What follows belongs to an exercise in optimizing a design on an open flow for small area and a short achievable clock period; a production flow would make more cautious choices. In this exercise RTL edits were held to simulation tests only and were not proved equivalent to the original. Power and IR drop assume default switching activity.

==> flow/design.v, too long to show whole: its modules and the start of the top module <==
// module FA: 7 lines
// module HA: 7 lines
// module BSEL8: 8 lines
// module BSEL8N: 8 lines
// module AOI22X2: 7 lines
// module NANDXOR: 6 lines
// module NANDXNOR: 6 lines
// module BSEL8B: 6 lines
// module BSEL8A: 6 lines
// module BSEL4: 6 lines
// module BSEL4N: 6 lines
// module GPLEAF: 7 lines
// module KSA: 455 lines
// module PGB0000_1: 7 lines
// module PGB1111_0: 7 lines
// module PGG000_1: 6 lines
// module PGG001_1: 6 lines
// module PGG110_0: 6 lines
// module PGG111_0: 6 lines
// module X3ADD: 191 lines
// module PGBLK: 7 lines
// module PGGRY: 6 lines
// module Booth: 1733 lines
module Booth (
    input  CLK, RST,
    input  [31:0] x, y,
    output [63:0] p
);
  // ...
==> flow/flow/run.sh <==
#!/bin/bash
# Own layout flow: the standard flow, plus one step after floorplan that
# sets every combinational cell to the smallest drive strength of its family
# (Yosys/ABC map with a fixed load and tends to pick oversized gates). The
# later resizer steps (repair_design, repair_timing) size up what needs it.
set -euo pipefail
here=$(pwd)
export POST_FLOORPLAN_TCL="$here/flow/downsize.tcl"
# buffer the ports with a plain buffer (the default pick is a slow delay cell)
export BUFFER_PORTS_ARGS="-buffer_cell sky130_fd_sc_hd__buf_2"
bash standard.sh > "$here/standard.log" 2>&1
==> flow/flow/downsize.tcl <==
# Swap each combinational standard cell for the smallest-drive cell of the same
# function (same footprint family); leave flops, adders, buffers and ties alone.
set n 0
foreach inst [get_cells *] {
  set master [get_property $inst ref_name]
  if {![regexp {^sky130_fd_sc_hd__([a-z0-9]+)_([0-9]+)$} $master -> base size]} { continue }
  if {[regexp {^(df|sdf|edf|dl|fa|ha|conb|tap|fill|decap|buf|clkbuf|clkdly|dlygate|dlymetal|inv|clkinv|diode|lpflow|probe)} $base]} { continue }
  set best ""
  set bestsize 1000
  foreach lc [get_lib_cells sky130_fd_sc_hd__${base}_*] {
    set nm [get_name $lc]
    if {![regexp "^sky130_fd_sc_hd__${base}_(\[0-9\]+)\$" $nm -> s]} { continue }
    if {[get_property $lc dont_use]} { continue }
    if {$s < $bestsize} { set bestsize $s; set best $nm }
  }
  if {$best ne "" && $best ne $master} {
    replace_cell $inst $best
    incr n
  }
}
puts "downsize: replaced $n cells"
==> flow/standard.sh <==
#!/bin/bash
# synth_recipe.tcl (not shown) runs the flow's synth.tcl, then flattens the netlist and writes it again
# the make line also repeats each setting of config.mk as NAME=value (left out here)
make -C /OpenROAD-flow-scripts/flow DESIGN_CONFIG=/design/flow/config.mk WORK_HOME=/design/flow/orfs CLKGATE_MAP_FILE= SYNTH_SCRIPT=/design/flow/synth_recipe.tcl "${@:-finish}"
==> flow/config.mk <==
export PLATFORM = sky130hd
export DESIGN_NAME = Booth
export DESIGN_NICKNAME = Booth
export VERILOG_FILES = /design/flow/design.v
export SDC_FILE = /design/flow/constraint.sdc
export NUM_CORES = 4
export LEC_CHECK = 0
export CAP_MARGIN = 20
export CORE_MARGIN = 2
export CORE_UTILIZATION = 40
export SETUP_SLACK_MARGIN = 3.4
export SLEW_MARGIN = 20
export SYNTH_HIERARCHICAL = 1
export SYNTH_MINIMUM_KEEP_SIZE = 0
==> flow/constraint.sdc <==
create_clock -name core_clock -period 7.5 [get_ports {CLK}]
set_input_delay 1.5000 -clock core_clock [delete_from_list [all_inputs] [get_ports {CLK}]]
set_output_delay 1.5000 -clock core_clock [all_outputs]
set_load 0.01 [all_outputs]
==> flow_summary.json, run 1 <==
{
  "end_kind": "flop",
  "p_sw_mw": 7.91,
  "die-area_um2": 81500,
  "crit_top_cell": "fa_1",
  "fin_skew_ns": 0.0213,
  "multiInputGateArea_um2": 23000,
  "dpl_cell_area_um2": 29400,
  "fin_area_um2": 33700,
  "dr_wl_met2_mm": 50.5,
  "r2r_slack_ns": 3.35,
  "r2r_end": "gr[31]",
  "status": "finished clean",
  "nWellTaps": 1050,
  "rsz0062_at_grt": "true",
  "cts_htree_levels": 1,
  "seq_share": 0.152,
  "overflow": 0,
  "period_share": 0.554,
  "top_layer": "met5",
  "boundaryPins": 130,
  "ctsResizeCount": 224,
  "crit_buf_inv": 0,
  "p_total_mw": 16.6,
  "cts_hold_buf": 0,
  "powerClk_mw": 1.21,
  "ir_drop_mv": 0.447,
  "r2r_cells": 11,
  "crit_type": "flop to flop",
  "antenna_found_initial": 3,
  "nNonClkInverters": 43,
  "start_util": 0.403,
  "die_h_um": 286,
  "place.gp.congestion": 0.934
}
==> inputs of run 2 (changes only) <==
--- a/flow/config.mk
+++ b/flow/config.mk
@@ -9,4 +9,6 @@
 export CORE_MARGIN = 2
 export CORE_UTILIZATION = 40
+export CTS_CLUSTER_DIAMETER = 150
+export CTS_CLUSTER_SIZE = 30
 export SETUP_SLACK_MARGIN = 3.4
 export SLEW_MARGIN = 20
==> flow_summary.json, run 2 <==
{
  "grt_pass1_wl_mm": 173,
  "setup_viol": 0,
  "fin_skew_ns": 0.0373,
  "vias": 26500,
  "ys_warn_count": 7,
  "ir_drop_mv": 0.420,
  "die-area_um2": 81500,
  "grt_pass1_vias": 25700,
  "cp_slowest_stage_delay_ns": 0.63,
  "fmax_mhz": 239,
  "powerDensity_nw_per_um2": 482,
  "wl_per_cell_um": 27.9,
  "port_buffers": 129,
  "slew_viol_final": 0,
  "cts_tree": "yes",
  "clk_pin_slew_worst_paths_ns": 0.12,
  "top_register": "pr",
  "timing.slew.headroom": 0.255,
  "drtIter0Drc": 4752,
  "rsz0062_at_grt": "true",
  "final_cell_mix": "682 x a22oi_1, 402 x nand2_1, 347 x xor2_1",
  "syn-instance-count": 2887,
  "core_um2": 78700,
  "grt_max_degree": 65,
  "startpoint": "s1[4]",
  "period_share": 0.558,
  "crit_buf_inv": 3,
  "largest_registers": "pr: 64 flops, gr: 55 flops, x3r: 33 flops",
  "cp.required_ns": 7.87,
  "drc": 0,
  "syn_avg_cell_area_um2": 11.0,
  "antenna_found_initial": 4,
  "critPathLaunchType": "flop",
  "final_common_cell": "a22oi_1",
  "drtPass1Iterations": 12,
  "p_leak_nw": 14.1,
  "setup_ws_ns": 3.31,
  "track_usage": 0.279,
  "hpwl_mm": 72.0,
  "postRouteAntennaNets": 0,
  "rows": 103,
  "holdCritPathClass": "flop to flop",
  "num-nets-final": 3795,
  "hp-start": "neg[0]",
  "start_util": 0.403,
  "largest_reg_flops": 64,
  "avgViaCountPerCell": 6.12,
  "r2r-start": "s1[4]",
  "drive_gt1_frac": 0.234,
  "syn_area_um2": 31700,
  "overflow": 0,
  "totalWireLength_mm": 121,
  "period_needed_ns": 4.19,
  "root_buffer": "clkbuf_16",
  "clock_path_buffers": 3,
  "numCtsBuffers": 11,
  "crit_top_cell": "fa_1",
  "die_x_um": 286,
  "path_cells": "buf_6 > buf_4 > buf_8 > a22oi_1 > nand2_1 > xor2_1 > fa_1 > fa_2 > fa_1 > fa_1 > ha_1 > ha_1 > nor2b_1",
  "area_growth_syn_to_layout_pct": 6.26,
  "finalHoldViolCount": 0,
  "max_cap_viol_count": 0,
  "crit_slowest_cell": "fa_2",
  "r2r_cells": 13,
  "post-place-ws_ns": 2.95,
  "end_kind": "flop",
  "num_antenna_cells": 0,
  "critical_path_depth": 13,
  "hold_path_depth": 2,
  "die_h_um": 286,
  "cts_htree_levels": 1,
  "crit_type": "flop to flop",
  "cts_hold_buf": 0,
  "boundaryPins": 130,
  "path_max_fanout": 17,
  "worst_pin_slew_ns": 1.11,
  "cp.arrival_ns": 4.56,
  "status": "finished clean",
  "tns_ns": 0,
  "cts_sinks": 238,
  "crit_family": "adder cells",
  "insertion_delay_ns": 0.54,
  "p_total_mw": 16.2,
  "place.gp.congestion": 0.934
}
[run 2: worst paths after layout]
kind / to / slack (ns)
worst min register to register: pr[0] / 0.93
worst max register to register: gr[41] / 3.31
worst min-delay path: pr[0] / 0.93
worst max-delay path: gr[41] / 3.31
[run 2: layout make-up]
class                   count  area, um2
inverters                  43        161
repair buffers            386       3500
multi-input cells        2602      23300
clock buffers              15        300
fillers                  7488      45100
well taps                1050       1310
flip-flops and latches    238       5150
[run 2: metal layers]
metal / part of all wire / vias up / routed length (um) / global-route usage
li1: - / 11300 / - / -
met1: 0.36 / 12500 / 44000 / 0.350
met2: 0.41 / 2126 / 49900 / 0.420
met3: 0.14 / 578 / 16900 / 0.0997
met4: 0.082 / 12 / 9890 / 0.148
met5: 0.0015 / - / 184 / 0.00640
[run 2: worst min-delay path: stages, from the launching register on]
cell and delay, ns:
dfxtp_4 0.39, buf_4 0.32, ha_1 0.20
[run 2: report_power, final]
group,total [mW],switching (mW),internal [mW]
combinational,12.9,6.80,6.14
sequential,2.58,0.640,1.94
clock,0.705,0.421,0.284
total,16.2,7.86,8.36
[run 2: through the flow]
step / hold WS, ns / cells / instance area [um2] / util
floorplan: 0.879 / 2899 / 32000 / -
global placement: 0.927 / 4087 / 29400 / 0.374
detailed placement: 0.938 / 4087 / 29400 / 0.374
CTS: 0.931 / 4249 / 32000 / 0.407
global route: 0.968 / 4334 / 33700 / 0.428
finish: 0.934 / 4334 / 33700 / 0.428
[run 2: what timing repair did]
item                       CTS  global route
pin swaps                    7            43
resized for setup          199           251
setup buffers              147            85
setup endpoints to repair   96            79
cloned                       0             0
==> inputs of run 3 (changes only) <==
--- a/flow/config.mk
+++ b/flow/config.mk
@@ -9,7 +9,6 @@
 export CORE_MARGIN = 2
 export CORE_UTILIZATION = 40
-export CTS_CLUSTER_DIAMETER = 150
-export CTS_CLUSTER_SIZE = 30
-export SETUP_SLACK_MARGIN = 3.4
+export PLACE_DENSITY = 0.5
+export SETUP_SLACK_MARGIN = 3.1
 export SLEW_MARGIN = 20
 export SYNTH_HIERARCHICAL = 1
==> flow_summary.json, run 3 <==
{
  "drc": 0,
  "die_x_um": 286,
  "tns_ns": 0,
  "dpl_cell_area_um2": 29400,
  "cts_sinks": 238,
  "rows": 103,
  "r2r_end": "gr[31]",
  "place.gp.congestion": 0.926,
  "cp.required_ns": 7.93,
  "rsz0062_at_grt": "true",
  "hold_path_depth": 4,
  "path_cells": "a22oi_1 > nand2_1 > xor2_1 > fa_1 > fa_1 > fa_1 > fa_1 > fa_1 > ha_1 > ha_1 > nor2b_1",
  "wl_per_cell_um": 28.4,
  "r2r_cells": 11,
  "finalHoldViolCount": 0,
  "port_buffers": 129,
  "critical_path_depth": 11,
  "cts_htree_levels": 1,
  "grt_pass1_vias": 25400,
  "holdCritPathClass": "flop to flop",
  "crit_top_cell": "fa_1",
  "final_cell_mix": "692 x a22oi_1, 422 x nand2_1, 359 x xor2_1",
  "postRouteAntennaNets": 0,
  "syn_avg_cell_area_um2": 11.0,
  "cts_tree": "yes",
  "max_cap_viol_count": 0,
  "crit_buf_inv": 0,
  "period_share": 0.581,
  "p_total_mw": 16.5,
  "die-area_um2": 81500,
  "core_um2": 78700,
  "die_h_um": 286,
  "cp_slowest_stage_delay_ns": 0.68,
  "insertion_delay_ns": 0.59,
  "fin_skew_ns": 0.0382,
  "powerDensity_nw_per_um2": 528,
  "period_needed_ns": 4.36,
  "layout.cells.non_filler": 4178,
  "end_kind": "flop",
  "area_growth_syn_to_layout_pct": -1.36,
  "fillCellCount": 7729,
  "antenna_found_initial": 1,
  "avgViaCountPerCell": 6.11,
  "timing.slew.headroom": 0.354,
  "cts_hold_buf": 0,
  "critPathLaunchType": "flop",
  "crit_slowest_cell": "dfxtp_4",
  "totalWireLength_mm": 119,
  "fmax_mhz": 230,
  "hp-start": "xr[0]",
  "p_leak_nw": 13.2,
  "clock_path_buffers": 3,
  "worst_pin_slew_ns": 0.969,
  "post-place-ws_ns": 2.82,
  "num-nets-final": 3621,
  "syn-instance-count": 2887,
  "drtIter0Drc": 4425,
  "setup_ws_ns": 3.14,
  "overflow": 0,
  "track_usage": 0.274,
  "min_to": "pr[0]",
  "num_antenna_cells": 0,
  "r2r_slack_ns": 3.14,
  "path_max_fanout": 32,
  "root_buffer": "clkbuf_16",
  "fin_area_um2": 31300,
  "hpwl_mm": 78.1,
  "drtPass1Iterations": 7,
  "crit_family": "adder cells",
  "place_inst": 4095,
  "boundaryPins": 130,
  "grt_max_degree": 63,
  "vias": 25500,
  "drive_gt1_frac": 0.126,
  "crit_type": "flop to flop",
  "setup_viol": 0,
  "slew_viol_final": 0,
  "largest_registers": "pr: 64 flops, gr: 55 flops, x3r: 33 flops",
  "status": "finished clean",
  "numCtsBuffers": 26,
  "cp.arrival_ns": 4.78,
  "ir_drop_mv": 0.386,
  "largest_reg_flops": 64,
  "grt_pass1_wl_mm": 170,
  "clk_pin_slew_worst_paths_ns": 0.06,
  "final_common_cell": "a22oi_1",
  "r2r-start": "xr[16]",
  "ys_warn_count": 7,
  "top_register": "pr",
  "start_util": 0.403,
  "syn_area_um2": 31700
}
-- run 3: cell types whose count changed in the layout (fill, tap and decap cells not counted), sizes merged --
cell      before  now
clkinvlp       0    2
clkinv         0    3
clkbuf        15   40
bufinv         0    5
buf          386  193
inv           43   45
-- run 3: how the worst max path moves through the flow --
stage	from	to	slack, ns
after floorplan	xr[31]	gr[38]	3.01
after global placement	neg[4]	gr[37]	2.92
after detailed placement	neg[4]	gr[37]	2.82
after CTS	pr[20]	p[51]	2.98
after global routing	pr[16]	p[51]	3.05
final	xr[16]	gr[31]	3.14
-- run 3: metal layers --
metal | GRT usage | vias up | wire length [um]
met4 | 0.107 | 2 | 6540
met1 | 0.373 | 12200 | 47400
met3 | 0.0832 | 390 | 15500
met2 | 0.406 | 1957 | 49200
met5 | 0 | - | 13
li1 | - | 11000 | -
-- run 3: power breakdown --
part,internal [mW],leakage (nW),switching [mW]
sequential,1.93,2.02,0.740
combinational,5.71,10.7,6.71
clock,0.872,0.463,0.548
-- run 3: layout make-up --
type                            count  area (um2)  share of cell area
Tap cell                         1050        1310              0.0420
Inverter                           43         161             0.00516
Sequential cell                   238        5070               0.162
Multi-Input combinational cell   2602       22200               0.711
Clock buffer                       36         748              0.0239
Clock inverter                     12         213             0.00680
Timing Repair Buffer              197        1520              0.0487
-- run 3: what timing repair did --
item	in CTS	in global routing
resized for setup	100	72
buffers inserted	5	30
setup endpoints to repair	60	58
pin swaps	1	2
-- run 3: metrics by stage --
step                 util  hold WS [ns]
floorplan               -         0.879
global placement    0.373         0.909
detailed placement  0.373         0.916
CTS                 0.388         0.937
global route        0.397          1.00
finish              0.397         0.949
-- run 3: worst min-delay path, cell delays in order, from the launching register on --
cell and delay [ns]:
dfxtp_1 0.29, buf_4 0.25, nand2_1 0.12, xnor2_1 0.12, ha_1 0.12
==> inputs of run 4 (changes only) <==
--- a/flow/config.mk
+++ b/flow/config.mk
@@ -9,5 +9,5 @@
 export CORE_MARGIN = 2
 export CORE_UTILIZATION = 40
-export PLACE_DENSITY = 0.5
+export PLACE_DENSITY = 0.75
 export SETUP_SLACK_MARGIN = 3.1
 export SLEW_MARGIN = 20
==> flow_summary.json, run 4 <==
{
  "drtPass1Iterations": 13,
  "cts_tree": "yes",
  "cp_slowest_stage_delay_ns": 0.80,
  "top_register": "pr",
  "track_usage": 0.235,
  "antenna_found_initial": 9,
  "place.gp.congestion": 1.01,
  "final_common_cell": "a22oi_1",
  "path_max_fanout": 10,
  "drive_gt1_frac": 0.112,
  "rsz0062_at_grt": "true",
  "rows": 103,
  "insertion_delay_ns": 0.56,
  "crit_type": "flop to flop",
  "tns_ns": 0,
  "num-nets-final": 3597,
  "cts_sinks": 238,
  "cts_hold_buf": 0,
  "totalWireLength_mm": 101,
  "syn_area_um2": 31700,
  "fin_skew_ns": 0.0215,
  "period_share": 0.586,
  "boundaryPins": 130,
  "worst_pin_slew_ns": 1.03,
  "path_cells": "a22oi_1 > nand2_1 > xor2_1 > fa_1 > fa_1 > fa_1 > fa_1 > fa_1 > ha_1 > ha_1 > nor2b_1",
  "ir_drop_mv": 0.411,
  "drc": 0,
  "timing.slew.headroom": 0.305,
  "cp.required_ns": 7.91,
  "postRouteAntennaNets": 0,
  "cp.arrival_ns": 4.80,
  "end_kind": "flop",
  "hpwl_mm": 69.0,
  "max_cap_viol_count": 0,
  "crit_top_cell": "fa_1",
  "grt_max_degree": 64,
  "finalHoldViolCount": 0,
  "clock_path_buffers": 3,
  "cts_htree_levels": 1,
  "drtIter0Drc": 4567,
  "post-place-ws_ns": 2.99,
  "holdCritPathClass": "flop to flop",
  "ys_warn_count": 7,
  "largest_reg_flops": 64,
  "clk_pin_slew_worst_paths_ns": 0.07,
  "setup_ws_ns": 3.11,
  "fmax_mhz": 228,
  "overflow": 0,
  "setup_viol": 0,
  "powerDensity_nw_per_um2": 502,
  "syn-instance-count": 2887,
  "wl_per_cell_um": 24.3,
  "root_buffer": "clkbuf_16",
  "largest_registers": "pr: 64 flops, gr: 55 flops, x3r: 33 flops",
  "core_um2": 78700,
  "port_buffers": 129,
  "numCtsBuffers": 22,
  "area_growth_syn_to_layout_pct": -3.22,
  "r2r_slack_ns": 3.11,
  "die-area_um2": 81500,
  "p_leak_nw": 12.9,
  "period_needed_ns": 4.39,
  "die_h_um": 286,
  "grt_pass1_wl_mm": 151,
  "grt_pass1_vias": 24700,
  "critPathLaunchType": "flop",
  "status": "finished clean",
  "avgViaCountPerCell": 6.15,
  "final_cell_mix": "692 x a22oi_1, 422 x nand2_1, 359 x xor2_1",
  "crit_slowest_cell": "dfxtp_1",
  "fin_util": 0.390,
  "vias": 25500,
  "slew_viol_final": 0,
  "start_util": 0.403,
  "die_x_um": 286,
  "syn_avg_cell_area_um2": 11.0
}
-- run 4: changes by cell type in the layout (fill, tap and decap cells not counted), sizes merged --
cell,before,now
buf,193,173
clkbuf,40,28
bufinv,5,2
diode,0,2
inv,45,47
clkinv,3,7
-- run 4: power by group --
group / switching (mW) / internal, mW / leakage, nW
Clock: 0.527 / 0.633 / 0.363
Sequential: 0.680 / 1.93 / 2.02
Combinational: 6.17 / 5.47 / 10.5
Total: 7.38 / 8.03 / 12.9
-- run 4: layer usage --
| layer | up-vias | wire length (um) | global-route usage |
|---|---|---|---|
| li1 | 10900 | - | - |
| met1 | 11900 | 35800 | 0.291 |
| met2 | 2138 | 42900 | 0.365 |
| met3 | 565 | 14600 | 0.0786 |
| met4 | 14 | 7240 | 0.116 |
| met5 | - | 81 | 0 |
-- run 4: area by class of cell --
cell class | instances | area [um2]
clock buffers | 24 | 568
clock inverters | 15 | 176
inverters | 43 | 161
well taps | 1050 | 1310
multi-input cells | 2602 | 22200
fillers | 7770 | 48100
flip-flops and latches | 238 | 5050
repair buffers | 177 | 1210
diodes | 2 | 5.00
-- run 4: through the flow --
stage / power, mW / hold slack [ns] / std cells / area, um2
floorplan: 11.5 / 0.879 / 2899 / 31900
global placement: 13.4 / 0.913 / 4098 / 29400
detailed placement: 13.9 / 0.953 / 4098 / 29400
CTS: 15.4 / 0.983 / 4139 / 30300
global route: 17.2 / 1.04 / 4149 / 30700
finish: 15.4 / 0.993 / 4151 / 30700
-- run 4: what timing repair did --
item | 4_1_cts | 5_1_grt
buffers inserted | 2 | 10
pin swaps | 2 | 0
setup endpoints to repair | 43 | 47
gates resized for setup | 54 | 85
cloned | 0 | 0
endpoints found under the hold margin | 0 | 0
-- run 4: path summary, 6_finish.rpt --
| check | start | end | cells after the start |
|---|---|---|---|
| max | x3r[15] | gr[32] | 11 |
| min | xr[0] | pr[0] | 4 |
| max reg2reg | x3r[15] | gr[32] | 11 |
| min reg2reg | xr[0] | pr[0] | 4 |
-- run 4: critical path: cells and delay by family, from the launching register on --
| kind | cells | cell delay (ns) |
|---|---|---|
| AND/OR/NAND/NOR | 2 | 0.24 |
| flip-flops | 1 | 0.80 |
| XOR/XNOR | 1 | 0.24 |
| adder cells (fa/ha/maj) | 7 | 2.77 |
| AO/OA/AOI/OAI | 1 | 0.20 |
==> inputs of run 5 (changes only) <==
--- a/flow/config.mk
+++ b/flow/config.mk
@@ -9,5 +9,4 @@
 export CORE_MARGIN = 2
 export CORE_UTILIZATION = 40
-export PLACE_DENSITY = 0.75
 export SETUP_SLACK_MARGIN = 3.1
 export SLEW_MARGIN = 20
==> flow_summary.json, run 5 <==
{
  "status": "finished clean",
  "place.gp.congestion": 1.07,
  "drtIter0Drc": 3806,
  "fin_area_um2": 30900,
  "fin_util": 0.392,
  "powerDensity_nw_per_um2": 509,
  "dpl_cell_area_um2": 29500,
  "antenna_found_initial": 3,
  "start_util": 0.403,
  "port_buffers": 129,
  "slew_viol_final": 0,
  "cp.required_ns": 6.00,
  "end_kind": "output port",
  "insertion_delay_ns": 0.55,
  "tns_ns": 0,
  "fillCellCount": 7846,
  "multiInputGateArea_um2": 22200,
  "die-area_um2": 81500,
  "root_buffer": "clkbuf_16",
  "core_um2": 78700,
  "p_leak_nw": 13.1,
  "period_needed_ns": 4.35,
  "period_share": 0.580,
  "num-nets-final": 3619,
  "setup_viol": 0,
  "post-place-ws_ns": 2.96,
  "grt_pass1_vias": 24300,
  "cts_htree_levels": 1,
  "ir_drop_mv": 0.342,
  "largest_reg_flops": 64,
  "drc": 0,
  "cts_tree": "yes",
  "syn_area_um2": 31700,
  "hold_ws_ns": 0.916,
  "area_growth_syn_to_layout_pct": -2.52,
  "largest_registers": "pr: 64 flops, gr: 55 flops, x3r: 33 flops",
  "fin_skew_ns": 0.0149,
  "totalWireLength_mm": 107,
  "ys_warn_count": 7,
  "drive_gt1_frac": 0.125,
  "avgViaCountPerCell": 5.98,
  "hpwl_mm": 73.2,
  "top_register": "pr",
  "rsz0062_at_grt": "true",
  "syn_avg_cell_area_um2": 11.0,
  "finalHoldViolCount": 0,
  "cts_sinks": 238,
  "path_max_fanout": 3,
  "final_cell_mix": "692 x a22oi_1, 422 x nand2_1, 359 x xor2_1",
  "cp.arrival_ns": 2.85,
  "track_usage": 0.254,
  "boundaryPins": 130,
  "seqCellArea_um2": 5040,
  "worst_pin_slew_ns": 0.922,
  "rows": 103,
  "final_common_cell": "a22oi_1",
  "max_cap_viol_count": 0,
  "fmax_mhz": 230,
  "die_x_um": 286,
  "crit_type": "flop to output port",
  "numCtsBuffers": 24,
  "drtPass1Iterations": 8,
  "clock_path_buffers": 3,
  "syn-instance-count": 2887,
  "die_h_um": 286,
  "vias": 25000,
  "overflow": 0,
  "grt_max_degree": 60,
  "clk_pin_slew_worst_paths_ns": 0.07,
  "critPathLaunchType": "flop",
  "wl_per_cell_um": 25.7,
  "holdCritPathClass": "flop to flop",
  "postRouteAntennaNets": 0,
  "setup_ws_ns": 3.15,
  "timing.slew.headroom": 0.379,
  "cts_hold_buf": 0,
  "grt_pass1_wl_mm": 159,
  "num_antenna_cells": 0
}
[run 5: path summary, 6_finish.rpt]
kind         cells after the start      to    start  slack [ns]
max                              9   p[37]   pr[32]        3.15
min reg2reg                      3   pr[0]    xr[0]        0.92
min                              3   pr[0]    xr[0]        0.92
max reg2reg                     11  gr[38]  x3r[16]        3.17
[run 5: timing repair]
item                       4_1_cts  5_1_grt
setup endpoints to repair       55       70
pin swaps                        2        1
gates resized for setup         76       83
buffers inserted                 5       11
[run 5: layer usage]
metal	wire length (um)	vias up	GRT usage	part of all wire
met2	45700	1829	0.382	0.43
met5	21	-	0	0.00020
met4	5170	4	0.0999	0.048
met1	42000	11800	0.337	0.39
met3	14300	347	0.0819	0.13
li1	-	11000	-	-
[run 5: critical path, stage by stage (launching register included)]
cell	delay [ns]
dfxtp_1	0.39
nand2_1	0.12
nor2_1	0.24
nand2_1	0.26
o21ai_2	0.35
a21oi_1	0.06
o21ai_1	0.26
a21oi_1	0.15
xnor2_1	0.28
buf_2	0.19
[run 5: power by group]
part	internal (mW)	switching, mW	leakage, nW
Combinational	5.52	6.36	10.6
Clock	0.739	0.536	0.425
Sequential	1.93	0.639	2.02
Total	8.19	7.54	13.1
[run 5: final cells by class]
cell class                      count  share of cell area
Clock buffer                       27              0.0211
Clock inverter                     17             0.00619
Inverter                           43             0.00522
Multi-Input combinational cell   2602               0.719
Sequential cell                   238               0.163
Tap cell                         1050              0.0425
Timing Repair Buffer              197              0.0426
[run 5: per-stage QoR]
step                      power (mW)  cells
after global placement          14.0   4114
after global routing            17.8   4174
final                           15.7   4174
after detailed placement        14.2   4114
after floorplan                 11.5   2899
after CTS                       15.8   4163
==> module GPLEAF, before the edit <==
module GPLEAF (
    input  a, b, rst,
    output g, p
);
    assign g = a & b & ~rst;
    assign p = a ^ b;
endmodule
==> inputs of run 6 (changes only) <==
--- a/flow/design.v
+++ b/flow/design.v
@@ -76,5 +76,6 @@
     output g, p
 );
-    assign g = a & b & ~rst;
+    wire   bn = b & ~rst;
+    assign g = a & bn;
     assign p = a ^ b;
 endmodule
--- a/flow/flow/run.sh
+++ b/flow/flow/run.sh
@@ -8,4 +8,4 @@
 export POST_FLOORPLAN_TCL="$here/flow/downsize.tcl"
 # buffer the ports with a plain buffer (the default pick is a slow delay cell)
-export BUFFER_PORTS_ARGS="-buffer_cell sky130_fd_sc_hd__buf_2"
+export BUFFER_PORTS_ARGS="-buffer_cell sky130_fd_sc_hd__buf_1"
 bash standard.sh > "$here/standard.log" 2>&1
==> flow_summary.json, run 6 <==
{
  "grt_max_degree": 65,
  "seqCellArea_um2": 5000,
  "avgViaCountPerCell": 6.18,
  "hpwl_mm": 73.0,
  "finalHoldViolCount": 0,
  "period_needed_ns": 4.40,
  "cp.required_ns": 7.93,
  "ir_drop_mv": 0.464,
  "p_leak_nw": 12.6,
  "drtPass1Iterations": 12,
  "max_cap_viol_count": 0,
  "boundaryPins": 130,
  "cts_sinks": 238,
  "syn_area_um2": 31300,
  "syn-instance-count": 2887,
  "grt_pass1_wl_mm": 166,
  "final_cell_mix": "692 x a22oi_1, 421 x nand2_1, 414 x xor2_1",
  "largest_reg_flops": 64,
  "clock_path_buffers": 3,
  "postRouteAntennaNets": 0,
  "fin_skew_ns": 0.0352,
  "track_usage": 0.269,
  "syn_avg_cell_area_um2": 10.8,
  "die_h_um": 284,
  "timing.slew.headroom": 0.347,
  "top_register": "pr",
  "drive_gt1_frac": 0.0701,
  "start_util": 0.404,
  "cts_tree": "yes",
  "hp-start": "xr[0]",
  "tns_ns": 0,
  "setup_viol": 0,
  "drc": 0,
  "grt_pass1_vias": 25400,
  "root_buffer": "clkbuf_16",
  "die-area_um2": 80500,
  "port_buffers": 129,
  "clk_pin_slew_worst_paths_ns": 0.07,
  "slew_viol_final": 0,
  "area_growth_syn_to_layout_pct": -3.06,
  "ys_warn_count": 7,
  "p_total_mw": 16.7,
  "crit_type": "flop to flop",
  "cts_htree_levels": 1,
  "fmax_mhz": 227,
  "holdCritPathClass": "flop to flop",
  "overflow": 0,
  "period_share": 0.587,
  "rsz0062_at_grt": "true",
  "largest_registers": "pr: 64 flops, gr: 55 flops, x3r: 33 flops",
  "final_common_cell": "a22oi_1",
  "core_um2": 77500,
  "totalWireLength_mm": 112,
  "cp.arrival_ns": 4.84,
  "fillCellCount": 7754,
  "insertion_delay_ns": 0.57,
  "numCtsBuffers": 22,
  "path_max_fanout": 11,
  "place.gp.congestion": 1.00,
  "end_kind": "flop",
  "critPathLaunchType": "flop",
  "wl_per_cell_um": 27.0,
  "vias": 25600,
  "rows": 102,
  "antenna_found_initial": 4,
  "status": "finished clean",
  "drtIter0Drc": 4307,
  "die_x_um": 284,
  "fin_util": 0.392,
  "r2r-start": "x3r[11]",
  "num-nets-final": 3550,
  "multiInputGateArea_um2": 22200,
  "powerDensity_nw_per_um2": 552,
  "startpoint": "x3r[11]",
  "worst_pin_slew_ns": 0.970
}
-- run 6: worst paths after layout --
kind | endpoint | slack [ns] | cells past startpoint
setup / recovery | gr[37] | 3.10 | 10
hold / removal | pr[0] | 0.93 | 4
setup reg to reg | gr[37] | 3.10 | 10
hold reg to reg | pr[0] | 0.93 | 4
-- run 6: report_power, final --
| part | total [mW] | internal (mW) | switching (mW) |
|---|---|---|---|
| clock | 1.16 | 0.649 | 0.510 |
| combinational | 13.0 | 5.96 | 6.99 |
| sequential | 2.64 | 1.93 | 0.709 |
-- run 6: per-stage QoR --
stage | instance area, um2 | std cells | setup slack, ns | hold slack, ns
6_report | 30300 | 4151 | 3.10 | 0.933
5_1_grt | 30300 | 4149 | 3.07 | 1.00
4_1_cts | 30100 | 4146 | 3.02 | 0.930
3_5_place_dp | 29200 | 4103 | 3.03 | 0.902
3_3_place_gp | 29200 | 4103 | 3.05 | 0.918
2_1_floorplan | 31400 | 2899 | 3.07 | 0.879
-- run 6: area by class of cell --
type,instances,share of cell area
Antenna cell,2,0.000165
Clock buffer,29,0.0200
Clock inverter,11,0.00462
Inverter,43,0.00532
Multi-Input combinational cell,2602,0.730
Sequential cell,238,0.165
Tap cell,1040,0.0429
Timing Repair Buffer,186,0.0317
-- run 6: critical path, cell delays in order, from the launching register on --
cell     delay, ns
dfxtp_1       0.93
a22oi_1       0.20
nand2_1       0.12
xor2_1        0.09
fa_1          0.48
fa_1          0.49
fa_1          0.48
fa_1          0.55
fa_1          0.42
ha_1          0.31
and3b_1       0.18
-- run 6: per-layer routing --
layer	vias to the layer above	track usage	part of all wire
met5	-	0	0.00055
met4	8	0.121	0.056
met3	470	0.101	0.14
met2	2059	0.404	0.42
met1	12200	0.342	0.38
li1	10900	-	-
-- run 6: timing repair --
action,CTS,global route
setup endpoints to repair,50,61
setup buffers,3,3
cloned,0,0
gates resized for setup,59,72
hold buffers,0,0
pin swaps,0,1
==> inputs of run 7 (changes only) <==
--- a/flow/config.mk
+++ b/flow/config.mk
@@ -9,5 +9,5 @@
 export CORE_MARGIN = 2
 export CORE_UTILIZATION = 40
-export SETUP_SLACK_MARGIN = 3.1
+export SETUP_SLACK_MARGIN = 3.0
 export SLEW_MARGIN = 20
 export SYNTH_HIERARCHICAL = 1
==> flow_summary.json, run 7 <==
{
  "crit_type": "flop to flop",
  "syn_avg_cell_area_um2": 10.8,
  "syn_area_um2": 31300,
  "cp.required_ns": 7.94,
  "ir_drop_mv": 0.386,
  "setup_viol": 0,
  "path_max_fanout": 10,
  "largest_reg_flops": 64,
  "r2r-start": "x3r[24]",
  "slew_viol_final": 0,
  "area_growth_syn_to_layout_pct": -2.81,
  "cts_hold_buf": 0,
  "die-area_um2": 80500,
  "boundaryPins": 130,
  "antenna_found_initial": 1,
  "hpwl_mm": 73.1,
  "final_common_cell": "a22oi_1",
  "status": "finished clean",
  "fmax_mhz": 225,
  "drtIter0Drc": 3755,
  "p_leak_nw": 12.7,
  "cts_sinks": 238,
  "rsz0062_at_grt": "true",
  "drc": 0,
  "cp.arrival_ns": 4.89,
  "root_buffer": "clkbuf_16",
  "num-nets-final": 3568,
  "max_cap_viol_count": 0,
  "rows": 102,
  "drive_gt1_frac": 0.0604,
  "critPathLaunchType": "flop",
  "place_inst": 4121,
  "grt_pass1_vias": 24800,
  "r2r_end": "pr[36]",
  "largest_registers": "pr: 64 flops, gr: 55 flops, x3r: 33 flops",
  "drtPass1Iterations": 7,
  "r2r_slack_ns": 3.05,
  "clock_path_buffers": 3,
  "place.gp.congestion": 0.960,
  "numCtsBuffers": 24,
  "cts_tree": "yes",
  "finalHoldViolCount": 0,
  "vias": 24900,
  "r2r_cells": 10,
  "use_met1": 0.334,
  "wl_per_cell_um": 25.2,
  "ys_warn_count": 7,
  "final_cell_mix": "692 x a22oi_1, 422 x nand2_1, 414 x xor2_1",
  "use_met3": 0.0765,
  "tns_ns": 0,
  "num_antenna_cells": 0,
  "powerDensity_nw_per_um2": 550,
  "busiest_layer": "met2",
  "track_usage": 0.253,
  "top_register": "pr",
  "period_needed_ns": 4.45,
  "die_x_um": 284,
  "endpoint": "pr[36]",
  "grt_pass1_wl_mm": 159,
  "hold_ws_ns": 1.00,
  "clk_pin_slew_worst_paths_ns": 0.07,
  "period_share": 0.594,
  "insertion_delay_ns": 0.58,
  "die_h_um": 284,
  "syn-instance-count": 2887,
  "avgViaCountPerCell": 5.98,
  "end_kind": "flop",
  "fin_skew_ns": 0.0348,
  "met2_usage": 0.388,
  "timing.slew.headroom": 0.340,
  "postRouteAntennaNets": 0,
  "cts_htree_levels": 1,
  "layout.cells.non_filler": 4169,
  "holdCritPathClass": "flop to flop",
  "core_um2": 77500,
  "grt_max_degree": 96,
  "port_buffers": 129,
  "overflow": 0,
  "worst_pin_slew_ns": 0.979,
  "totalWireLength_mm": 105,
  "start_util": 0.404,
  "startpoint": "x3r[24]"
}
## run 7: worst min-delay path by stage
| stage | start | to | slack, ns | depth (start not counted) |
|---|---|---|---|---|
| after CTS | xr[0] | pr[0] | 0.99 | 3 |
| after floorplan | x3r[1] | pr[1] | 0.88 | 3 |
| after detailed placement | xr[0] | pr[0] | 0.96 | 3 |
| after global placement | xr[0] | pr[0] | 0.96 | 3 |
| after global routing | xr[0] | pr[0] | 1.06 | 3 |
| final | xr[0] | pr[0] | 1.00 | 3 |
## run 7: worst max-delay path, cell delays in order (launching register included)
cell	delay, ns
dfxtp_1	0.95
a22oi_1	0.20
nand2_1	0.13
xor2_1	0.10
fa_1	0.62
fa_1	0.51
fa_1	0.45
fa_1	0.51
fa_1	0.41
ha_1	0.30
xor2_1	0.16
## run 7: timing repair
item                       in CTS  in global routing
pin swaps                       1                  0
buffers inserted                1                  3
setup endpoints to repair      18                 49
gates resized for setup        19                 46
## run 7: layout make-up
| type | instances | area, um2 |
|---|---|---|
| inverters | 43 | 161 |
| fillers | 7753 | 47100 |
| flip-flops and latches | 238 | 4900 |
| repair buffers | 202 | 1050 |
| clock buffers | 28 | 636 |
| clock inverters | 16 | 274 |
| multi-input cells | 2602 | 22100 |
| well taps | 1040 | 1300 |
## run 7: per-stage QoR
step | util | setup WS (ns) | power, mW | cell area [um2]
3_5_place_dp | 0.378 | 3.02 | 15.2 | 29300
3_3_place_gp | 0.378 | 3.05 | 14.9 | 29300
4_1_cts | 0.391 | 2.98 | 16.7 | 30300
5_1_grt | 0.393 | 2.95 | 18.5 | 30400
2_1_floorplan | - | 3.00 | 12.2 | 31400
6_report | 0.393 | 3.05 | 16.7 | 30400
## run 7: power breakdown
part           total (mW)  switching [mW]  internal [mW]
logic                12.8            6.92           5.92
registers            2.53           0.600           1.93
clock network        1.37           0.540          0.825
total                16.7            8.06           8.67
## run 7: per-layer routing
| metal | vias up | routed length (um) |
|---|---|---|
| li1 | 11000 | - |
| met1 | 11900 | 41500 |
| met2 | 1763 | 45300 |
| met3 | 308 | 13500 |
| met4 | 2 | 4580 |
| met5 | - | 13 |
==> inputs of run 8 (changes only) <==
--- a/flow/config.mk
+++ b/flow/config.mk
@@ -9,5 +9,5 @@
 export CORE_MARGIN = 2
 export CORE_UTILIZATION = 40
-export SETUP_SLACK_MARGIN = 3.0
+export SETUP_SLACK_MARGIN = 3.5
 export SLEW_MARGIN = 20
 export SYNTH_HIERARCHICAL = 1
==> flow_summary.json, run 8 <==
{
  "status": "finished clean",
  "worst_pin_slew_ns": 1.00,
  "numCtsBuffers": 23,
  "clock_path_buffers": 3,
  "syn_area_um2": 31300,
  "r2r_cells": 11,
  "fin_area_um2": 33900,
  "endpoint": "gr[33]",
  "grt_pass1_wl_mm": 174,
  "end_kind": "flop",
  "powerDensity_nw_per_um2": 533,
  "p_total_mw": 18.1,
  "startpoint": "s1[0]",
  "track_usage": 0.283,
  "setup_viol": 0,
  "drtPass1Iterations": 11,
  "start_util": 0.404,
  "avgViaCountPerCell": 6.25,
  "drc": 0,
  "final_cell_mix": "681 x a22oi_1, 405 x xor2_1, 384 x nand2_1",
  "timing.slew.headroom": 0.323,
  "overflow": 0,
  "max_cap_viol_count": 0,
  "rows": 102,
  "num-nets-final": 3704,
  "cp.required_ns": 7.94,
  "post-place-ws_ns": 3.11,
  "drtIter0Drc": 4816,
  "grt_max_degree": 65,
  "tns_ns": 0,
  "die_h_um": 284,
  "clk_pin_slew_worst_paths_ns": 0.06,
  "crit_type": "flop to flop",
  "path_max_fanout": 7,
  "boundaryPins": 130,
  "slew_viol_final": 0,
  "root_buffer": "clkbuf_16",
  "r2r_end": "gr[33]",
  "r2r_slack_ns": 3.44,
  "drive_gt1_frac": 0.219,
  "cp.arrival_ns": 4.50,
  "postRouteAntennaNets": 0,
  "antenna_found_initial": 2,
  "period_share": 0.541,
  "die_x_um": 284,
  "r2r-start": "s1[0]",
  "dpl_cell_area_um2": 29200,
  "setup_ws_ns": 3.44,
  "totalWireLength_mm": 124,
  "fmax_mhz": 246,
  "ir_drop_mv": 0.551,
  "cts_tree": "yes",
  "ys_warn_count": 7,
  "fillCellCount": 7477,
  "cts_sinks": 238,
  "finalHoldViolCount": 0,
  "place.gp.congestion": 0.956,
  "cts_htree_levels": 1,
  "syn_avg_cell_area_um2": 10.8,
  "insertion_delay_ns": 0.55,
  "p_leak_nw": 14.0,
  "seqCellArea_um2": 5150,
  "critPathLaunchType": "flop",
  "core_um2": 77500,
  "holdCritPathClass": "flop to flop",
  "area_growth_syn_to_layout_pct": 8.47,
  "fin_skew_ns": 0.0211,
  "top_register": "pr",
  "rsz0062_at_grt": "true",
  "syn-instance-count": 2887,
  "final_common_cell": "a22oi_1",
  "largest_reg_flops": 64,
  "die-area_um2": 80500,
  "hpwl_mm": 71.5,
  "largest_registers": "pr: 64 flops, gr: 55 flops, x3r: 33 flops",
  "wl_per_cell_um": 28.9,
  "vias": 26900,
  "multiInputGateArea_um2": 23500,
  "port_buffers": 129,
  "grt_pass1_vias": 25600,
  "period_needed_ns": 4.06
}
run 8: worst min-delay path by stage:
stage	startpoint	to	slack, ns	depth (start not counted)
2_1_floorplan	x3r[1]	pr[1]	0.88	3
3_3_place_gp	xr[0]	pr[0]	0.92	4
3_5_place_dp	xr[0]	pr[0]	0.93	4
4_1_cts	xr[0]	pr[0]	0.95	4
5_1_grt	xr[0]	pr[0]	1.00	4
6_report	xr[0]	pr[0]	0.95	4
run 8: final cells by class:
| cell class | count | share of cell area |
|---|---|---|
| inverter | 43 | 0.00476 |
| antenna | 3 | 0.000221 |
| clock inverter | 10 | 0.00210 |
| timing repair buffer | 339 | 0.0896 |
| multi-input combinational | 2602 | 0.693 |
| tap | 1040 | 0.0383 |
| sequential | 238 | 0.152 |
| clock buffer | 32 | 0.0201 |
run 8: report_power, final:
part	switching (mW)	internal, mW	total [mW]
registers	0.685	1.96	2.64
clock network	0.509	0.641	1.15
logic	7.57	6.72	14.3
total	8.77	9.32	18.1
run 8: per-stage QoR:
stage                     utilization  cells  hold WS, ns
final                           0.438   4307        0.946
after global routing            0.438   4304         1.00
after CTS                       0.412   4209        0.951
after detailed placement        0.377   4082        0.927
after global placement          0.377   4082        0.918
after floorplan                     -   2899        0.879
run 8: routing by layer:
layer | share of wire | global-route usage | vias to the layer above
li1 | - | - | 11300
met1 | 0.36 | 0.353 | 12700
met2 | 0.42 | 0.429 | 2348
met3 | 0.15 | 0.105 | 643
met4 | 0.080 | 0.143 | 2
met5 | 0.00043 | 0 | -
run 8: what timing repair did:
| item | CTS | global route |
|---|---|---|
| pin swaps | 25 | 73 |
| endpoints found under the setup margin | 92 | 83 |
| hold buffers | 0 | 0 |
| cloned | 0 | 4 |
| gates resized for setup | 281 | 314 |
| setup buffers | 85 | 91 |
run 8: critical path, stage by stage (launching register included):
cell and delay, ns:
dfxtp_4 0.41, buf_4 0.19, a22oi_1 0.28, nand2_1 0.11, xor2_1 0.17, fa_2 0.39
fa_1 0.40, fa_1 0.47, fa_2 0.60, fa_1 0.42, ha_1 0.32, and3b_1 0.17
==> inputs of run 9 (changes only) <==
--- a/flow/config.mk
+++ b/flow/config.mk
@@ -9,5 +9,5 @@
 export CORE_MARGIN = 2
 export CORE_UTILIZATION = 40
-export SETUP_SLACK_MARGIN = 3.5
+export SETUP_SLACK_MARGIN = 3.35
 export SLEW_MARGIN = 20
 export SYNTH_HIERARCHICAL = 1
==> flow_summary.json, run 9 <==
{
  "track_usage": 0.263,
  "power_frac_seq": 0.147,
  "crit_family": "simple AND/OR/NAND/NOR gates",
  "p_int_mw": 8.90,
  "path_cells": "nand2_1 > nor2_2 > nand2_2 > nor2_2 > nand2_1 > o21ai_4 > a21oi_1 > xnor2_1 > buf_1",
  "r2r_cells": 11,
  "grt_max_degree": 65,
  "powerDensity_nw_per_um2": 543,
  "hp-start": "xr[0]",
  "crit_slowest_cell": "dfxtp_1",
  "totalWireLength_mm": 118,
  "cp.required_ns": 6.00,
  "syn-instance-count": 2887,
  "syn_avg_cell_area_um2": 10.8,
  "rows": 102,
  "drc": 0,
  "clock_path_buffers": 3,
  "busiest_layer": "met2",
  "insertion_delay_ns": 0.56,
  "setup_viol": 0,
  "hold_ws_ns": 0.925,
  "wl_per_cell_um": 28.0,
  "die-area_um2": 80500,
  "final_common_cell": "a22oi_1",
  "combPwrFrac": 0.787,
  "r2r-start": "s3[7]",
  "start_util": 0.404,
  "pwr-share-clk": 0.065,
  "final_cell_mix": "689 x a22oi_1, 414 x xor2_1, 409 x nand2_1",
  "p_total_mw": 17.5,
  "grt_pass1_vias": 25600,
  "period_share": 0.553,
  "holdCritPathClass": "flop to flop",
  "end_kind": "output port",
  "dpl_cell_area_um2": 29200,
  "overflow": 0,
  "crit_type": "flop to output port",
  "clk_pin_slew_worst_paths_ns": 0.06,
  "status": "finished clean",
  "finalHoldViolCount": 0,
  "cp_slowest_stage_delay_ns": 0.38,
  "core_um2": 77500,
  "fmax_mhz": 241,
  "use_met1": 0.337,
  "drtIter0Drc": 4680,
  "port_buffers": 129,
  "place.gp.congestion": 0.997,
  "fin_area_um2": 32200,
  "cts_hold_buf": 0,
  "drive_gt1_frac": 0.137,
  "top_register": "pr",
  "crit_buf_inv": 1,
  "tns_ns": 0,
  "numCtsBuffers": 24,
  "die_h_um": 284,
  "area_growth_syn_to_layout_pct": 2.91,
  "grt_pass1_wl_mm": 164,
  "fin_util": 0.416,
  "worst_pin_slew_ns": 0.945,
  "critPathLaunchType": "flop",
  "timing.slew.headroom": 0.363,
  "slew_viol_final": 0,
  "num-nets-final": 3614,
  "fin_skew_ns": 0.0239,
  "die_x_um": 284,
  "ys_warn_count": 7,
  "hold_path_depth": 4,
  "min_to": "pr[0]",
  "p_leak_nw": 13.3,
  "cts_sinks": 238,
  "root_buffer": "clkbuf_16",
  "met2_usage": 0.401,
  "drtPass1Iterations": 11,
  "boundaryPins": 130,
  "max_cap_viol_count": 0,
  "hpwl_mm": 72.2,
  "postRouteAntennaNets": 0,
  "period_needed_ns": 4.15,
  "syn_area_um2": 31300,
  "ir_drop_mv": 0.528,
  "antenna_found_initial": 2,
  "r2r_end": "gr[38]",
  "cts_tree": "yes",
  "p_sw_mw": 8.60,
  "rsz0062_at_grt": "true",
  "cp.arrival_ns": 2.65,
  "use_met3": 0.0849,
  "path_max_fanout": 3,
  "vias": 26400,
  "largest_reg_flops": 64,
  "avgViaCountPerCell": 6.25,
  "cts_htree_levels": 1,
  "swShare": 0.491,
  "r2r_slack_ns": 3.38,
  "largest_registers": "pr: 64 flops, gr: 55 flops, x3r: 33 flops"
}
run 9: final cells by class:
type | instances | area [um2]
fill | 7581 | 45300
multi-input combinational | 2602 | 22700
sequential | 238 | 5050
timing repair buffer | 248 | 2190
tap | 1040 | 1300
clock buffer | 32 | 672
inverter | 43 | 161
clock inverter | 11 | 71.3
antenna | 3 | 7.51
run 9: worst max-delay path by stage:
stage	from	end	slack (ns)	cells past startpoint
floorplan	xr[31]	gr[38]	3.08	10
global placement	neg[7]	gr[33]	3.11	9
detailed placement	xr[31]	gr[38]	3.08	10
CTS	pr[46]	p[59]	3.26	9
global route	s3[7]	gr[38]	3.30	11
finish	pr[33]	p[53]	3.35	9
run 9: routing by layer:
layer / wire length (um) / vias to the layer above
met5: 21 / -
li1: - / 11100
met4: 9350 / 4
met1: 43400 / 12500
met2: 48900 / 2122
met3: 16300 / 632
run 9: what timing repair did:
action                                  CTS  global route
gates resized for setup                 173           174
pin swaps                                10            15
endpoints found under the setup margin   76            76
setup buffers                            11            66
run 9: worst reg2reg max path, cell delays in order, from the launching register on:
cell	delay (ns)
dfxtp_2	0.31
clkbuf_8	0.25
a22oi_1	0.29
nand2_2	0.16
xor2_1	0.18
fa_1	0.43
fa_1	0.47
fa_1	0.48
fa_1	0.51
fa_1	0.42
ha_1	0.33
and3b_1	0.17
run 9: metrics by stage:
stage / setup slack [ns] / cells
floorplan: 3.08 / 2899
global placement: 3.11 / 4094
detailed placement: 3.08 / 4094
CTS: 3.26 / 4148
global route: 3.30 / 4214
finish: 3.35 / 4217
run 9: power by group through the flow:
stage	clock network, mW	logic, mW	registers, mW
after floorplan	0	9.77	2.64
final	1.14	13.8	2.58
after global placement	0	12.7	2.61
after detailed placement	0	13.0	2.61
after CTS	1.16	13.3	2.58
after global routing	1.21	15.4	2.57
==> inputs of run 10 (changes only) <==
--- a/flow/config.mk
+++ b/flow/config.mk
@@ -9,5 +9,5 @@
 export CORE_MARGIN = 2
 export CORE_UTILIZATION = 40
-export SETUP_SLACK_MARGIN = 3.35
+export SETUP_SLACK_MARGIN = 3.25
 export SLEW_MARGIN = 20
 export SYNTH_HIERARCHICAL = 1
==> flow_summary.json, run 10 <==
{
  "totalWireLength_mm": 110,
  "cp.required_ns": 7.92,
  "powerDensity_nw_per_um2": 547,
  "syn-instance-count": 2887,
  "fillCellCount": 7755,
  "ys_warn_count": 7,
  "cp_slowest_stage_delay_ns": 0.81,
  "ir_drop_mv": 0.371,
  "critPathLaunchType": "flop",
  "clock_path_buffers": 3,
  "overflow": 0,
  "hp-start": "xr[0]",
  "r2r_end": "pr[37]",
  "postRouteAntennaNets": 0,
  "post-place-ws_ns": 3.08,
  "clk_pin_slew_worst_paths_ns": 0.07,
  "fmax_mhz": 235,
  "rows": 102,
  "min_to": "pr[0]",
  "final_common_cell": "a22oi_1",
  "fin_util": 0.398,
  "root_buffer": "clkbuf_16",
  "crit_type": "flop to flop",
  "cts_sinks": 238,
  "setup_ws_ns": 3.25,
  "area_growth_syn_to_layout_pct": -1.38,
  "final_cell_mix": "692 x a22oi_1, 421 x nand2_1, 415 x xor2_1",
  "timing.slew.headroom": 0.346,
  "antenna_found_initial": 0,
  "status": "finished clean",
  "rsz0062_at_grt": "true",
  "boundaryPins": 130,
  "hpwl_mm": 71.7,
  "r2r_slack_ns": 3.25,
  "core_um2": 77500,
  "track_usage": 0.256,
  "fin_skew_ns": 0.0202,
  "grt_pass1_vias": 24400,
  "r2r-start": "x3r[17]",
  "cts_tree": "yes",
  "place_inst": 4081,
  "critical_path_depth": 10,
  "syn_area_um2": 31300,
  "tns_ns": 0,
  "port_buffers": 129,
  "start_util": 0.404,
  "cts_hold_buf": 0,
  "crit_top_cell": "fa_1",
  "p_total_mw": 16.9,
  "dpl_cell_area_um2": 29100,
  "place.gp.congestion": 0.960,
  "die-area_um2": 80500,
  "num-nets-final": 3553,
  "r2r_cells": 10,
  "largest_reg_flops": 64,
  "insertion_delay_ns": 0.55,
  "p_leak_nw": 12.7,
  "path_max_fanout": 10,
  "setup_viol": 0,
  "largest_registers": "pr: 64 flops, gr: 55 flops, x3r: 33 flops",
  "max_cap_viol_count": 0,
  "drive_gt1_frac": 0.0919,
  "die_x_um": 284,
  "grt_max_degree": 57,
  "hold_path_depth": 4,
  "period_needed_ns": 4.25,
  "syn_avg_cell_area_um2": 10.8,
  "cp.arrival_ns": 4.68,
  "crit_buf_inv": 0,
  "crit_family": "adder cells",
  "period_share": 0.567,
  "fin_area_um2": 30900,
  "hold_ws_ns": 0.936,
  "grt_pass1_wl_mm": 160,
  "layout.cells.non_filler": 4154,
  "cts_htree_levels": 1,
  "crit_slowest_cell": "dfxtp_1",
  "finalHoldViolCount": 0,
  "drtPass1Iterations": 11,
  "path_cells": "a22oi_1 > nand2_1 > xor2_1 > fa_1 > fa_1 > fa_1 > fa_1 > fa_1 > ha_1 > xor2_1",
  "avgViaCountPerCell": 6.13,
  "end_kind": "flop",
  "worst_pin_slew_ns": 0.971,
  "drtIter0Drc": 4318,
  "drc": 0,
  "top_register": "pr",
  "wl_per_cell_um": 26.5,
  "slew_viol_final": 0,
  "holdCritPathClass": "flop to flop",
  "die_h_um": 284,
  "numCtsBuffers": 23,
  "vias": 25500
}
-- run 10: cell types whose count changed in the layout (fill, tap and decap cells not counted), moves of 10 or more --
cell,before,now
dfxtp_2,51,35
nand2_1,409,421
buf_8,23,9
nand2_2,13,1
o21ai_0,29,42
buf_16,17,7
a21oi_2,40,20
nor2_1,28,46
dfxtp_4,60,71
a21oi_1,70,92
buf_4,46,30
nor2_4,12,2
o21ai_2,24,14
-- run 10: worst max path at each step --
stage	to	start
after CTS	p[59]	pr[9]
after global placement	gr[32]	s3[3]
after floorplan	gr[38]	xr[31]
final	pr[37]	x3r[17]
after detailed placement	pr[32]	s3[3]
after global routing	p[59]	pr[45]
-- run 10: final cells by class --
class	count	area [um2]	share of cell area
flip-flops and latches	238	5070	0.164
inverters	43	161	0.00523
clock inverters	13	103	0.00333
multi-input cells	2602	22300	0.724
repair buffers	188	1240	0.0401
clock buffers	29	648	0.0210
well taps	1040	1300	0.0422
diodes	1	2.50	0.0000811
-- run 10: worst register-to-register path, cell delays in order, from the launching register on --
cell and delay (ns):
dfxtp_1 0.81, a22oi_1 0.20, nand2_1 0.11, xor2_1 0.09
fa_1 0.58, fa_1 0.55, fa_1 0.40, fa_1 0.51
fa_1 0.41, ha_1 0.31, xor2_1 0.17
-- run 10: routing by layer --
layer  up-vias  part of all wire  GRT usage
li1      11000                 -          -
met5         -                 0          0
met2      1986              0.42      0.381
met3       448              0.13     0.0695
met1     12100              0.39      0.347
met4         0             0.066      0.114
-- run 10: repair_timing --
action,in CTS,in global routing
setup buffers,8,22
hold endpoints to repair,0,0
resized for setup,116,103
pin swaps,2,3
setup endpoints to repair,65,65
-- run 10: power breakdown --
part / switching (mW) / internal, mW
Sequential: 0.730 / 1.93
Clock: 0.519 / 0.624
Combinational: 7.00 / 6.07
Total: 8.25 / 8.62
==> inputs of run 11 (changes only) <==
--- a/flow/config.mk
+++ b/flow/config.mk
@@ -9,4 +9,5 @@
 export CORE_MARGIN = 2
 export CORE_UTILIZATION = 40
+export CTS_BUF_LIST = sky130_fd_sc_hd__clkbuf_8
 export SETUP_SLACK_MARGIN = 3.25
 export SLEW_MARGIN = 20
==> flow_summary.json, run 11 <==
{
  "p_total_mw": 16.9,
  "timing.slew.headroom": 0.350,
  "numCtsBuffers": 36,
  "cp.required_ns": 7.95,
  "ys_warn_count": 7,
  "rows": 102,
  "start_util": 0.404,
  "vias": 25600,
  "final_common_cell": "a22oi_1",
  "max_cap_viol_count": 0,
  "worst_pin_slew_ns": 0.965,
  "place.gp.congestion": 0.960,
  "overflow": 0,
  "fillCellCount": 7736,
  "tns_ns": 0,
  "cp.arrival_ns": 4.71,
  "holdCritPathClass": "flop to flop",
  "fin_util": 0.401,
  "drive_gt1_frac": 0.0989,
  "ir_drop_mv": 0.366,
  "grt_max_degree": 57,
  "boundaryPins": 130,
  "grt_pass1_wl_mm": 160,
  "cts_sinks": 238,
  "status": "finished clean",
  "drtPass1Iterations": 8,
  "drc": 0,
  "totalWireLength_mm": 112,
  "period_needed_ns": 4.26,
  "top_register": "pr",
  "syn_avg_cell_area_um2": 10.8,
  "avgViaCountPerCell": 6.12,
  "fmax_mhz": 235,
  "rsz0062_at_grt": "true",
  "syn-instance-count": 2887,
  "syn_area_um2": 31300,
  "die-area_um2": 80500,
  "cts_tree": "yes",
  "post-place-ws_ns": 3.08,
  "fin_skew_ns": 0.0534,
  "cts_hold_buf": 0,
  "p_leak_nw": 12.9,
  "root_buffer": "clkbuf_8",
  "slew_viol_final": 0,
  "final_cell_mix": "692 x a22oi_1, 422 x nand2_1, 415 x xor2_1",
  "grt_pass1_vias": 24500,
  "period_share": 0.568,
  "antenna_found_initial": 1,
  "die_x_um": 284,
  "finalHoldViolCount": 0,
  "crit_type": "flop to flop",
  "cts_htree_levels": 2,
  "powerDensity_nw_per_um2": 543,
  "largest_reg_flops": 64,
  "hpwl_mm": 71.7,
  "insertion_delay_ns": 0.59,
  "drtIter0Drc": 4129,
  "track_usage": 0.257,
  "clock_path_buffers": 3,
  "dpl_cell_area_um2": 29100,
  "area_growth_syn_to_layout_pct": -0.608,
  "wl_per_cell_um": 26.8,
  "die_h_um": 284,
  "core_um2": 77500,
  "setup_ws_ns": 3.24,
  "setup_viol": 0,
  "num-nets-final": 3578,
  "largest_registers": "pr: 64 flops, gr: 55 flops, x3r: 33 flops",
  "path_max_fanout": 10,
  "port_buffers": 129,
  "critPathLaunchType": "flop",
  "fin_area_um2": 31100,
  "end_kind": "flop",
  "postRouteAntennaNets": 0,
  "clk_pin_slew_worst_paths_ns": 0.07
}
==> run 11: through the flow <==
stage	hold slack, ns	cells
after floorplan	0.879	2899
final	0.944	4186
after global routing	0.974	4186
after detailed placement	0.916	4081
after CTS	0.944	4151
after global placement	0.923	4081
==> run 11: cell type report <==
cell class | instances | area, um2 | area share
timing repair buffer | 200 | 1460 | 0.0471
tap | 1040 | 1300 | 0.0418
clock inverter | 15 | 124 | 0.00398
sequential | 238 | 5080 | 0.163
multi-input combinational | 2602 | 22300 | 0.718
clock buffer | 47 | 647 | 0.0208
inverter | 43 | 161 | 0.00519
antenna | 1 | 2.50 | 0.0000805
==> run 11: per-layer routing <==
| layer | vias to the layer above | global-route usage | wire (um) |
|---|---|---|---|
| li1 | 11000 | - | - |
| met1 | 12100 | 0.347 | 42500 |
| met2 | 2094 | 0.380 | 46900 |
| met3 | 469 | 0.0768 | 15600 |
| met4 | 0 | 0.113 | 7110 |
| met5 | - | 0 | 0 |
==> run 11: final timing paths <==
check	startpoint	to	slack, ns	cells after the start
hold reg to reg	neg[10]	pr[63]	0.94	4
setup / recovery	x3r[14]	gr[34]	3.24	10
setup reg to reg	x3r[14]	gr[34]	3.24	10
hold / removal	neg[10]	pr[63]	0.94	4
==> run 11: where the power goes <==
part           internal, mW  switching (mW)  total (mW)
registers              1.93           0.715        2.64
clock network         0.630           0.498        1.13
logic                  6.09            7.01        13.1
==> run 11: what timing repair did <==
action	4_1_cts	5_1_grt
pin swaps	4	5
gates resized for setup	126	103
setup endpoints to repair	67	63
buffers inserted	8	34
==> run 11: worst max-delay path, cell delays in order, from the launching register on <==
cell	delay [ns]
dfxtp_1	0.79
a22oi_1	0.19
nand2_1	0.11
xor2_1	0.35
fa_1	0.42
fa_2	0.50
fa_2	0.36
fa_1	0.51
fa_1	0.41
ha_1	0.30
and3b_1	0.17

==> what the ideal ports hide <==
No port has a modelled driver above. Below, the same layouts with a new extraction and two added sets of constraints. Step 1, drivers: a clkbuf_16 drives CLK and a buf_2 each remaining input, both assumed. Step 2 moves the port delays by t, midway between the first and last clock arrival at a register: inputs arrive t later, outputs are due t later. That takes back most of the time a late clock gives input paths. a / b / c = ideal / step 1 / step 2; a / b = the first two.
| run | t (ns) | setup slack, ns | latest minus earliest clock arrival (ns) | worst data-port slew with drivers (ns) | cell pins on the clock port's net |
|---|---|---|---|---|---|
| run 1 | 0.619 | 3.345 / 3.313 / 3.272 | 0.021 / 0.021 | 0.09 | 1 |
| run 2 | 0.587 | 3.315 / 3.292 / 3.290 | 0.037 / 0.037 | 0.08 | 1 |
| run 3 | 0.636 | 3.145 / 3.086 / 3.145 | 0.040 / 0.040 | 0.06 | 1 |
| run 4 | 0.611 | 3.105 / 3.070 / 3.105 | 0.022 / 0.023 | 0.06 | 1 |
| run 5 | 0.611 | 3.148 / 3.085 / 3.171 | 0.015 / 0.015 | 0.07 | 1 |
| run 6 | 0.617 | 3.096 / 3.062 / 3.096 | 0.035 / 0.035 | 0.06 | 1 |
| run 7 | 0.624 | 3.046 / 3.019 / 3.046 | 0.035 / 0.036 | 0.06 | 1 |
| run 8 | 0.611 | 3.441 / 3.441 / 3.308 | 0.021 / 0.021 | 0.07 | 1 |
| run 9 | 0.615 | 3.349 / 3.281 / 3.334 | 0.025 / 0.026 | 0.07 | 1 |
| run 10 | 0.601 | 3.247 / 3.242 / 3.247 | 0.022 / 0.022 | 0.07 | 1 |
| run 11 | 0.625 | 3.239 / 3.239 / 3.239 | 0.053 / 0.053 | 0.07 | 1 |
After both steps setup and hold are still met in every run listed. For run 8, which loses most, drivers alone change the setup slack by 0.000 ns; drivers and shift together by -0.133 ns.
